Context: an optimization exercise on an open-source flow, tuned for small area and a short achievable clock period. The choices shown serve that exercise and are no tape-out recipe.
Power figures rest on the tool's default switching activity, not on a simulated workload.

==> 11-09 <==
// FSA
module FSA(clk, rst, Multiplicand, Multiplier, Result);
  input clk, rst;
  input [11:0] Multiplicand;
  input [11:0] Multiplier;
  output reg [23:0] Result;
  wire w1;
  wire w2;
  wire w3;
  wire w4;
  wire w5;
  wire w6;
  wire w7;
  wire w8;
  wire w9;
  wire w10;
  wire w11;
  wire w12;
  wire w13;
  wire w14;
  wire w15;
  wire w16;
  wire w17;
  wire w18;
  wire w19;
  wire w20;
  wire w21;
  wire w22;
  wire w23;
  wire w24;
  wire w25;
  wire w26;
  wire w27;
  wire w28;
  wire w29;
  wire w30;
  wire w31;
  wire w32;
  wire w33;
  wire w34;
  wire w35;
  wire w36;
  wire w37;
  wire w38;
  wire w39;
  wire w40;
  wire w41;
  wire w42;
  wire w43;
  wire w44;
  wire w45;
  wire w46;
  wire w47;
  wire w48;
  wire w49;
  wire w50;
  wire w51;
  wire w52;
  wire w53;
  wire w54;
  wire w55;
  wire w56;
  wire w57;
  wire w58;
  wire w59;
  wire w60;
  wire w61;
  wire w62;
  wire w63;
  wire w64;
  wire w65;
  wire w66;
  wire w67;
  wire w68;
  wire w69;
  wire w70;
  wire w71;
  wire w72;
  wire w73;
  wire w74;
  wire w75;
  wire w76;
  wire w77;
  wire w78;
  wire w79;
  wire w80;
  wire w81;
  wire w82;
  wire w83;
  wire w84;
  wire w85;
  wire w86;
  wire w87;
  wire w88;
  wire w89;
  wire w90;
  wire w91;
  wire w92;
  wire w93;
  wire w94;
  wire w95;
  wire w96;
  wire w97;
  wire w98;
  wire w99;
  wire w100;
  wire w101;
  wire w102;
  wire w103;
  wire w104;
  wire w105;
  wire w106;
  wire w107;
  wire w108;
  wire w109;
  wire w110;
  wire w111;
  wire w112;
  wire w113;
  wire w114;
  wire w115;
  wire w116;
  wire w117;
  wire w118;
  wire w119;
  wire w120;
  wire w121;
  wire w122;
  wire w123;
  wire w124;
  wire w125;
  wire w126;
  wire w127;
  wire w128;
  wire w129;
  wire w130;
  wire w131;
  wire w132;
  wire w133;
  wire w134;
  wire w135;
  wire w136;
  wire w137;
  wire w138;
  wire w139;
  wire w140;
  wire w141;
  wire w142;
  wire w143;
  wire w144;
  wire w145;
  wire w146;
  wire w147;
  wire w148;
  wire w149;
  wire w150;
  wire w151;
  ...
Settings: LEC_CHECK=0, CAP_MARGIN=20, CORE_MARGIN=2, CORE_UTILIZATION=40, SETUP_SLACK_MARGIN=3, SLEW_MARGIN=20, SYNTH_HIERARCHICAL=1; clock period 10.0 ns.
run.sh (not shown) runs the stock make flow with config.mk's settings and CLKGATE_MAP_FILE= SYNTH_SCRIPT=/design/flow/synth_recipe.tcl, a recipe that flattens the netlist after the stock synthesis.
==> 08-07 (differences from 11-09) <==
--- a/flow/design.v
+++ b/flow/design.v
@@ -487,10 +487,39 @@
   wire w482;
   wire w483;
   wire w484;
   wire w485;
   wire w486;
+  wire w487;
+  wire w488;
+  wire w489;
+  wire w490;
+  wire w491;
+  wire w492;
+  wire w493;
+  wire w494;
+  wire w495;
+  wire w496;
+  wire w497;
+  wire w498;
+  wire w499;
+  wire w500;
+  wire w501;
+  wire w502;
+  wire w503;
+  wire w504;
+  wire w505;
+  wire w506;
+  wire w507;
+  wire w508;
+  wire w509;
+  wire w510;
+  wire w511;
+  wire w512;
+  wire w513;
+  wire w514;
+  wire w515;
   ND2 u1 (Multiplicand[0], Multiplier[0], w1);
   ND2 u2 (Multiplicand[0], Multiplier[1], w2);
   ND2 u3 (Multiplicand[0], Multiplier[2], w3);
   ND2 u4 (Multiplicand[0], Multiplier[3], w4);
   ND2 u5 (Multiplicand[0], Multiplier[4], w5);
@@ -816,68 +845,97 @@
   ND2 u425 (w400, w398, w425);
   AOI21 u426 (w404, w401, w403, w426);
   ND2 u427 (w404, w402, w427);
   AOI21 u428 (w408, w405, w407, w428);
   ND2 u429 (w408, w406, w429);
-  OAI21 u430 (w411, w409, w410, w430);
-  OAI21 u431 (w415, w412, w414, w431);
-  NR2 u432 (w415, w413, w432);
-  OAI21 u433 (w419, w416, w418, w433);
-  NR2 u434 (w419, w417, w434);
-  OAI21 u435 (w423, w420, w422, w435);
-  NR2 u436 (w423, w421, w436);
-  OAI21 u437 (w427, w424, w426, w437);
-  NR2 u438 (w427, w425, w438);
-  AOI21 u439 (w432, w430, w431, w439);
-  AOI21 u440 (w436, w433, w435, w440);
-  ND2 u441 (w436, w434, w441);
-  OAI21 u442 (w441, w439, w440, w442);
-  INV u443 (w439, w443);
-  AOI21 u444 (w434, w443, w433, w444);
-  AOI21 u445 (w438, w442, w437, w445);
-  INV u446 (w430, w446);
-  OAI21 u447 (w413, w446, w412, w447);
-  OAI21 u448 (w417, w439, w416, w448);
-  OAI21 u449 (w421, w444, w420, w449);
-  INV u450 (w442, w450);
-  OAI21 u451 (w425, w450, w424, w451);
-  OAI21 u452 (w429, w445, w428, w452);
-  INV u453 (w409, w453);
-  AOI21 u454 (w370, w453, w369, w454);
-  AOI21 u455 (w374, w430, w373, w455);
-  AOI21 u456 (w378, w447, w377, w456);
-  AOI21 u457 (w382, w443, w381, w457);
-  AOI21 u458 (w386, w448, w385, w458);
-  INV u459 (w444, w459);
-  AOI21 u460 (w390, w459, w389, w460);
-  AOI21 u461 (w394, w449, w393, w461);
-  AOI21 u462 (w398, w442, w397, w462);
-  AOI21 u463 (w402, w451, w401, w463);
-  INV u464 (w445, w464);
-  AOI21 u465 (w406, w464, w405, w465);
-  XNOR2 u466 (w368, w365, w466);
-  XOR2 u467 (w370, w409, w467);
-  XOR2 u468 (w372, w454, w468);
-  XNOR2 u469 (w374, w430, w469);
-  XOR2 u470 (w376, w455, w470);
-  XNOR2 u471 (w378, w447, w471);
-  XOR2 u472 (w380, w456, w472);
-  XOR2 u473 (w382, w439, w473);
-  XOR2 u474 (w384, w457, w474);
-  XNOR2 u475 (w386, w448, w475);
-  XOR2 u476 (w388, w458, w476);
-  XOR2 u477 (w390, w444, w477);
-  XOR2 u478 (w392, w460, w478);
-  XNOR2 u479 (w394, w449, w479);
-  XOR2 u480 (w396, w461, w480);
-  XNOR2 u481 (w398, w442, w481);
-  XOR2 u482 (w400, w462, w482);
-  XNOR2 u483 (w402, w451, w483);
-  XOR2 u484 (w404, w463, w484);
-  XOR2 u485 (w406, w445, w485);
-  XOR2 u486 (w408, w465, w486);
-  wire [23:0] prodn = {w452, w486, w485, w484, w483, w482, w481, w480, w479, w478, w477, w476, w475, w474, w473, w472, w471, w470, w469, w468, w467, w466, ~w366, w1};
+  INV u430 (w409, w430);
+  AOI21 u431 (w370, w430, w369, w431);
+  OAI21 u432 (w411, w409, w410, w432);
+  INV u433 (w412, w433);
+  AOI21 u434 (w378, w433, w377, w434);
+  INV u435 (w413, w435);
+  ND2 u436 (w378, w435, w436);
+  OAI21 u437 (w415, w412, w414, w437);
+  NR2 u438 (w415, w413, w438);
+  INV u439 (w416, w439);
+  AOI21 u440 (w386, w439, w385, w440);
+  INV u441 (w417, w441);
+  ND2 u442 (w386, w441, w442);
+  OAI21 u443 (w419, w416, w418, w443);
+  NR2 u444 (w419, w417, w444);
+  INV u445 (w420, w445);
+  AOI21 u446 (w394, w445, w393, w446);
+  INV u447 (w421, w447);
+  ND2 u448 (w394, w447, w448);
+  OAI21 u449 (w423, w420, w422, w449);
+  NR2 u450 (w423, w421, w450);
+  INV u451 (w424, w451);
+  AOI21 u452 (w402, w451, w401, w452);
+  INV u453 (w425, w453);
+  ND2 u454 (w402, w453, w454);
+  OAI21 u455 (w427, w424, w426, w455);
+  NR2 u456 (w427, w425, w456);
+  AOI21 u457 (w374, w432, w373, w457);
+  INV u458 (w432, w458);
+  OAI21 u459 (w413, w458, w412, w459);
+  OAI21 u460 (w436, w458, w434, w460);
+  AOI21 u461 (w438, w432, w437, w461);
+  AOI21 u462 (w390, w443, w389, w462);
+  ND2 u463 (w390, w444, w463);
+  INV u464 (w443, w464);
+  OAI21 u465 (w421, w464, w420, w465);
+  INV u466 (w444, w466);
+  NR2 u467 (w421, w466, w467);
+  OAI21 u468 (w448, w464, w446, w468);
+  NR2 u469 (w448, w466, w469);
+  AOI21 u470 (w450, w443, w449, w470);
+  ND2 u471 (w450, w444, w471);
+  AOI21 u472 (w406, w455, w405, w472);
+  ND2 u473 (w406, w456, w473);
+  INV u474 (w455, w474);
+  OAI21 u475 (w429, w474, w428, w475);
+  INV u476 (w456, w476);
+  NR2 u477 (w429, w476, w477);
+  INV u478 (w461, w478);
+  AOI21 u479 (w382, w478, w381, w479);
+  OAI21 u480 (w417, w461, w416, w480);
+  OAI21 u481 (w442, w461, w440, w481);
+  AOI21 u482 (w444, w478, w443, w482);
+  OAI21 u483 (w463, w461, w462, w483);
+  AOI21 u484 (w467, w478, w465, w484);
+  AOI21 u485 (w469, w478, w468, w485);
+  OAI21 u486 (w471, w461, w470, w486);
+  AOI21 u487 (w398, w486, w397, w487);
+  INV u488 (w486, w488);
+  OAI21 u489 (w425, w488, w424, w489);
+  OAI21 u490 (w454, w488, w452, w490);
+  AOI21 u491 (w456, w486, w455, w491);
+  OAI21 u492 (w473, w488, w472, w492);
+  AOI21 u493 (w477, w486, w475, w493);
+  XNOR2 u494 (w368, w365, w494);
+  XOR2 u495 (w370, w409, w495);
+  XOR2 u496 (w372, w431, w496);
+  XNOR2 u497 (w374, w432, w497);
+  XOR2 u498 (w376, w457, w498);
+  XNOR2 u499 (w378, w459, w499);
+  XNOR2 u500 (w380, w460, w500);
+  XOR2 u501 (w382, w461, w501);
+  XOR2 u502 (w384, w479, w502);
+  XNOR2 u503 (w386, w480, w503);
+  XNOR2 u504 (w388, w481, w504);
+  XOR2 u505 (w390, w482, w505);
+  XNOR2 u506 (w392, w483, w506);
+  XOR2 u507 (w394, w484, w507);
+  XOR2 u508 (w396, w485, w508);
+  XNOR2 u509 (w398, w486, w509);
+  XOR2 u510 (w400, w487, w510);
+  XNOR2 u511 (w402, w489, w511);
+  XNOR2 u512 (w404, w490, w512);
+  XOR2 u513 (w406, w491, w513);
+  XNOR2 u514 (w408, w492, w514);
+  INV u515 (w493, w515);
+  wire [23:0] prodn = {w515, w514, w513, w512, w511, w510, w509, w508, w507, w506, w505, w504, w503, w502, w501, w500, w499, w498, w497, w496, w495, w494, ~w366, w1};
   always @(posedge clk) begin
     if (rst)
       Result <= 24'd0;
     else
       Result <= ~prodn;
==> flow/flow/run.sh (new file) <==
#!/bin/bash
# Own layout flow: the standard layout (standard.sh), except that the
# port buffers are small buffers instead of the resizer's default choice.
# Each tool's output goes to a log of its own here (make.log holds the ORFS
# make run, with its per-step logs under orfs/logs).
set -euo pipefail
BUF=${PORT_BUF:-sky130_fd_sc_hd__buf_1}
bash standard.sh "BUFFER_PORTS_ARGS=-buffer_cell $BUF" finish > make.log 2>&1
==> flow/standard.sh (new file) <==
#!/bin/bash
# synth_recipe.tcl (not shown) runs the flow's synth.tcl, then flattens the netlist and writes it again
# the make line also repeats each setting of config.mk as NAME=value (left out here)
make -C /OpenROAD-flow-scripts/flow DESIGN_CONFIG=/design/flow/config.mk WORK_HOME=/design/flow/orfs CLKGATE_MAP_FILE= SYNTH_SCRIPT=/design/flow/synth_recipe.tcl "${@:-finish}"
removed: flow/run.sh
==> comparison <==
11-09 passed the timing, DRC and antenna checks. 08-07 produced a clean layout. Non-clock buffer count is the same in 08-07 and 11-09. Between 11-09 and 08-07, the lower hold slack is in 08-07 (gap 0.036 ns). Of 08-07 and 11-09, 08-07 has the higher power (gap 4.4%, measured against 11-09). Against 08-07, the synthesized cell count of 11-09 is smaller by 6.2%. In 08-07 the sequential share of layout area is higher than in 11-09, by 0.24 points. In sequential power, 08-07 and 11-09 hardly differ. Between 11-09 and 08-07, the lower synthesized area is in 11-09 (gap 3.1%, measured against 08-07). Between 08-07 and 11-09, the lower maximum frequency is in 11-09 (gap about 0.32%, measured against 11-09). In 11-09 the core utilization is higher than in 08-07, by 1.9 points.
==> figures <==
Final-layout fill cell count: 08-07 1,040; 11-09 1,006
Power per unit of standard cell area: 08-07 302.7 mW/mm2; 11-09 283.1 mW/mm2
Post-synthesis instance area: 08-07 0.004279 mm2; 11-09 0.004148 mm2
Max transition margin: 08-07 37.44%; 11-09 46.60%
Timing-limited maximum frequency: 08-07 0.1500 GHz; 11-09 0.1495 GHz
Crit share post-route: 08-07 66.67%; 11-09 66.89%
Switching share of power: 08-07 53.16%; 11-09 50.83%
Total power draw: 08-07 1.420 mW; 11-09 1.360 mW
Result of the run: 08-07 no timing/DRC/antenna violations; 11-09 no timing/DRC/antenna violations
Routed length on met3: 08-07 369 um; 11-09 330 um
Final routed wirelength across all metal layers: 08-07 9.942 mm; 11-09 9.916 mm
Final nets: 08-07 643; 11-09 614
Core box area: 08-07 0.01037 mm2; 11-09 0.01018 mm2
Number of vias per cell after detailed routing: 08-07 5.075; 11-09 5.100
Share of power burned in combinational logic: 08-07 85.2%; 11-09 84.7%
Non-clock buffers, area share: 08-07 4.400%; 11-09 9.375%
Clock group power: 08-07 0.0633 mW; 11-09 0.0631 mW
Die area: 08-07 0.01154 mm2; 11-09 0.01120 mm2
Switching power total: 08-07 0.7551 mW; 11-09 0.6914 mW
No run of this note included a check of the RTL's function; only the layout flow was run.

port drivers added, routing unchanged:
How much do the figures lean on ideal ports? The routed layouts below were timed once more, with nothing changed but the port constraints. Step 1 sets driving cells, clkbuf_16 on the clock port and buf_2 on the other inputs (assumed; they add their load-dependent delay and slew). Step 2 times the ports against the registers' clock, not the clock port: input delays grow and output delays shrink by t, the midpoint of the rising clock arrivals with the driver on. a / b / c = ideal / step 1 / step 2; a / b = the first two.
run | t (ns) | setup slack, ns | worst setup path after step 2 | pins driven straight from the clock port
11-09 | 0.281 | 3.311 / 3.313 / 3.031 | input to register | 1
08-07 | 0.284 | 3.333 / 3.335 / 3.051 | input to register | 1
After both steps every run listed still meets setup and hold. The setup slack of 08-07, which loses most, moves by +0.002 ns with the drivers and by -0.282 ns with both steps.
